Source: an optimization exercise on an open RTL-to-GDS flow (aim: small area and a short achievable clock period). Production flows keep margins and buffers that such runs may drop. Where RTL was checked, it was by simulation tests only, not by an equivalence proof against the original.

== run B ==
// ex2_1
module ex2_1 (
	      input 		  clk, rst, validi,
	      input [31:0] 	  data_in,
	      output logic 	  valido,
	      output logic [31:0] data_out
	      );
   logic [1:0] 			  cnt;
   always_ff @(posedge clk or posedge rst) begin
      if (rst) begin
	 cnt <= 2'b00;
	 valido <= 1'b0;
      end
      else begin
	 cnt <= validi ? {cnt[1] | cnt[0], ~(cnt[1] | cnt[0])} : 2'b00;
	 valido <= validi & cnt[1];
      end
   end
   logic [31:0] a;
   logic [31:0] b;
   wire bo0, bt0, bn0;
   wire pp1;
   wire pp2;
   wire pp3;
   wire pp4;
   wire pp5;
   wire pp6;
   wire pp7;
   wire pp8;
   wire pp9;
   wire pp10;
   wire pp11;
   wire pp12;
   wire pp13;
   wire pp14;
   wire pp15;
   wire pp16;
   wire pp17;
   wire pp18;
   wire pp19;
   wire pp20;
   wire pp21;
   wire pp22;
   wire pp23;
   wire pp24;
   wire pp25;
   wire pp26;
   wire pp27;
   wire pp28;
   wire pp29;
   wire pp30;
   wire pp31;
   wire pp32;
   wire bo1, bt1, bn1;
   wire pp33;
   wire pp34;
   wire pp35;
   wire pp36;
   wire pp37;
   wire pp38;
   wire pp39;
   wire pp40;
   wire pp41;
   wire pp42;
   wire pp43;
   wire pp44;
   wire pp45;
   wire pp46;
   wire pp47;
   wire pp48;
   wire pp49;
   wire pp50;
   wire pp51;
   wire pp52;
   wire pp53;
   wire pp54;
   wire pp55;
   wire pp56;
   wire pp57;
   wire pp58;
   wire pp59;
   wire pp60;
   wire pp61;
   wire pp62;
   wire bo2, bt2, bn2;
   wire pp63;
   wire pp64;
   wire pp65;
   wire pp66;
   wire pp67;
   wire pp68;
   wire pp69;
   wire pp70;
   wire pp71;
   wire pp72;
   wire pp73;
   wire pp74;
   wire pp75;
   wire pp76;
   wire pp77;
   wire pp78;
   wire pp79;
   wire pp80;
   wire pp81;
   wire pp82;
   wire pp83;
   wire pp84;
   wire pp85;
   wire pp86;
   wire pp87;
   wire pp88;
   wire pp89;
   wire pp90;
  ...
For scale: roughly 99 flip-flops.
Settings: LEC_CHECK=0, ABC_CLOCK_PERIOD_IN_PS=4000, CAP_MARGIN=20, CORE_MARGIN=2, CORE_UTILIZATION=40, SETUP_SLACK_MARGIN=3.5, SLEW_MARGIN=20; clock period 8.0 ns.
run.sh (not shown) runs the stock make flow with config.mk's settings and CLKGATE_MAP_FILE= SYNTH_SCRIPT=/design/flow/synth_recipe.tcl, a recipe that flattens the netlist after the stock synthesis.
Run B: all stages complete, timing, DRC and antenna checks passed
--- input diff run B..run D ---
--- a/flow/config.mk
+++ b/flow/config.mk
@@ -6,8 +6,6 @@
 export NUM_CORES = 4
 export LEC_CHECK = 0
-export ABC_CLOCK_PERIOD_IN_PS = 4000
 export CAP_MARGIN = 20
 export CORE_MARGIN = 2
 export CORE_UTILIZATION = 40
-export SETUP_SLACK_MARGIN = 3.5
 export SLEW_MARGIN = 20
[summary]
Run B has a higher post-route worst setup slack than run D.
Summary of run D over run B: endpoint arrival time on the critical path up 1.20 ns.
No run of this note included a check of the RTL's function; only the layout flow was run.


the previous run:
ex2_1, a different RTL version from the one above (not shown whole).
For scale: ~190 flip-flops, roughly 68 I/O pins, ~16000 sq um of cells after synthesis.
Settings: LEC_CHECK=0, ABC_CLOCK_PERIOD_IN_PS=4000, CAP_MARGIN=20, CORE_MARGIN=2, CORE_UTILIZATION=40, SETUP_SLACK_MARGIN=4.0, SLEW_MARGIN=20, SYNTH_HIERARCHICAL=1; clock period 8.0 ns.
Input-level comparison between the current run and the previous run:
Settings: ABC_CLOCK_PERIOD_IN_PS changed from 4000 to 3500; SETUP_SLACK_MARGIN changed from 4.0 to 4.5.
--- outcome ---
The current run against the previous run: overall via count from detail_route now sits higher, number of post-CTS setup repair buffers now sits higher, number of nets in the finished design now sits higher, minimum setup slack in the final design now sits higher.
The previous run → the current run: clock network area share dropped 0.23 points, multi-input logic area climbed about 6%.
No run of this note included a check of the RTL's function; only the layout flow was run.


P:
ex2_1, a different RTL version from the one above (not shown whole).
For scale: roughly 1500 cells after synthesis, roughly 68 I/O pins, roughly 0.016 mm² of cells after synthesis.
clock: 8.0 ns
lec_check: 0
cap_margin: 20
core_margin: 2
core_utilization: 40
setup_slack_margin: 4.4
slew_margin: 20
synth_hierarchical: 1
tns_end_percent: 0
standard.sh (not shown) runs the stock make flow with config.mk's settings and CLKGATE_MAP_FILE= SYNTH_SCRIPT=/design/flow/synth_recipe.tcl, a recipe that flattens the netlist after the stock synthesis.
==> flow/flow/run.sh <==
#!/bin/bash
# The standard layout, except that the port buffers are plain buf_2 cells rather
# than the delay cells buffer_ports picks by default. make's full output goes to flow_make.log.
set -euo pipefail
bash standard.sh "BUFFER_PORTS_ARGS=-buffer_cell sky130_fd_sc_hd__buf_2" finish > flow_make.log 2>&1
The following lists how Q was set up differently from P:
- changing SETUP_SLACK_MARGIN from 4.4 to 4.8
==> flow/flow/run.sh <==
#!/bin/bash
# The standard layout, with two changes: the port buffers are plain buf_2 cells rather
# than the delay cells buffer_ports picks by default, and timing repair may resize a cell to
# any drive strength (MATCH_CELL_FOOTPRINT=0), not only to cells of the same footprint.
# make's full output goes to flow_make.log.
set -euo pipefail
bash standard.sh "BUFFER_PORTS_ARGS=-buffer_cell sky130_fd_sc_hd__buf_2" MATCH_CELL_FOOTPRINT=0 finish > flow_make.log 2>&1
### Flow results
The flow did not stop early for Q: all stages ran, and the layout cleared the timing, design-rule and antenna checks.
Compared with P, in Q first-pass GRT wire length moved up; number of diodes added for antenna fixing moved up.
The setup slack of Q is smaller than that of P.
Routed length on met1 is higher on Q
Met1 global-route usage (higher): P
Of the two candidates, P has the worse tightest slew margin relative to the limit and Q the better one.
Going from P to Q, critical path depth shows a reduction of 1, initial antenna violation count shows a reduction of 1.
## Diff of input files: R against Q
- SETUP_SLACK_MARGIN changed from 4.8 to 4.4
- PLACE_DENSITY newly set to 0.8
- GPL_ROUTABILITY_DRIVEN newly set to 0
==> flow/flow/run.sh <==
#!/bin/bash
# The standard layout, except that the port buffers are plain buf_2 cells rather
# than the delay cells buffer_ports picks by default. make's full output goes to flow_make.log.
set -euo pipefail
bash standard.sh "BUFFER_PORTS_ARGS=-buffer_cell sky130_fd_sc_hd__buf_2" finish > flow_make.log 2>&1
Tap cell count: R vs Q identical. Diff Q and R: layout clock buffer count higher in Q. R ends up with lower area added between synthesis and finish than Q does.
--- input diff R..S ---
- PLACE_DENSITY removed (was 0.8)
- GPL_ROUTABILITY_DRIVEN removed (was 0)
==> flow/flow/run.sh <==
#!/bin/bash
# The standard layout, with two changes: the port buffers are plain buf_2 cells rather
# than the delay cells buffer_ports picks by default, and timing repair may resize a cell to
# any drive strength (MATCH_CELL_FOOTPRINT=0), not only to cells of the same footprint.
# make's full output goes to flow_make.log.
set -euo pipefail
bash standard.sh "BUFFER_PORTS_ARGS=-buffer_cell sky130_fd_sc_hd__buf_2" MATCH_CELL_FOOTPRINT=0 finish > flow_make.log 2>&1
==> comparison <==
S against R: layout-stage area growth over the synthesis result higher, total iterations of the first detailed-routing run now smaller.
Diff R -> S: global-route track usage on met2 moved up; critical path depth shows a reduction of 4; design area grew by 74 µm²; number of clock sinks seen by CTS level.

==> re-timing with driven ports <==
In the flow no input, the clock included, has a driving cell. The finished layouts below were timed again as built, in two steps.
Step 1 (the two cells are an assumption about what drives the block):
set clk [get_ports {clk}]
set_driving_cell -lib_cell sky130_fd_sc_hd__clkbuf_16 $clk
set_driving_cell -lib_cell sky130_fd_sc_hd__buf_2 [delete_from_list [all_inputs] $clk]
Step 2 moves the port delays by t, midway between the first and last clock arrival at a register: inputs arrive t later, outputs are due t later. That takes back most of the time a late clock gives input paths.
a / b / c = ideal ports / drivers / drivers and shift; a / b = the first two.
run	t, ns	slack for setup (ns)	clock arrival spread, ns	worst register clock-pin slew, ns	cell pins on the clock port's net
run B	0.446	2.176 / 2.176 / 1.833	0.017 / 0.017	0.09 / 0.09	1
run D	0.450	0.961 / 0.961 / 0.961	0.019 / 0.019	0.09 / 0.09	1
the previous run	0.521	3.681 / 3.691 / 3.170	0.018 / 0.018	0.08 / 0.08	1
the current run	0.521	3.721 / 3.743 / 3.222	0.020 / 0.020	0.08 / 0.08	1
P	0.503	4.317 / 4.337 / 3.843	0.015 / 0.016	0.08 / 0.08	1
Q	0.506	4.302 / 4.310 / 3.817	0.013 / 0.013	0.07 / 0.07	1
R	0.512	4.233 / 4.241 / 3.753	0.013 / 0.013	0.07 / 0.07	1
S	0.506	4.302 / 4.310 / 3.817	0.013 / 0.013	0.07 / 0.07	1
After both steps every run listed still meets setup and hold. The setup slack of the previous run, which loses most, moves by +0.010 ns with the drivers and by -0.511 ns with both steps.
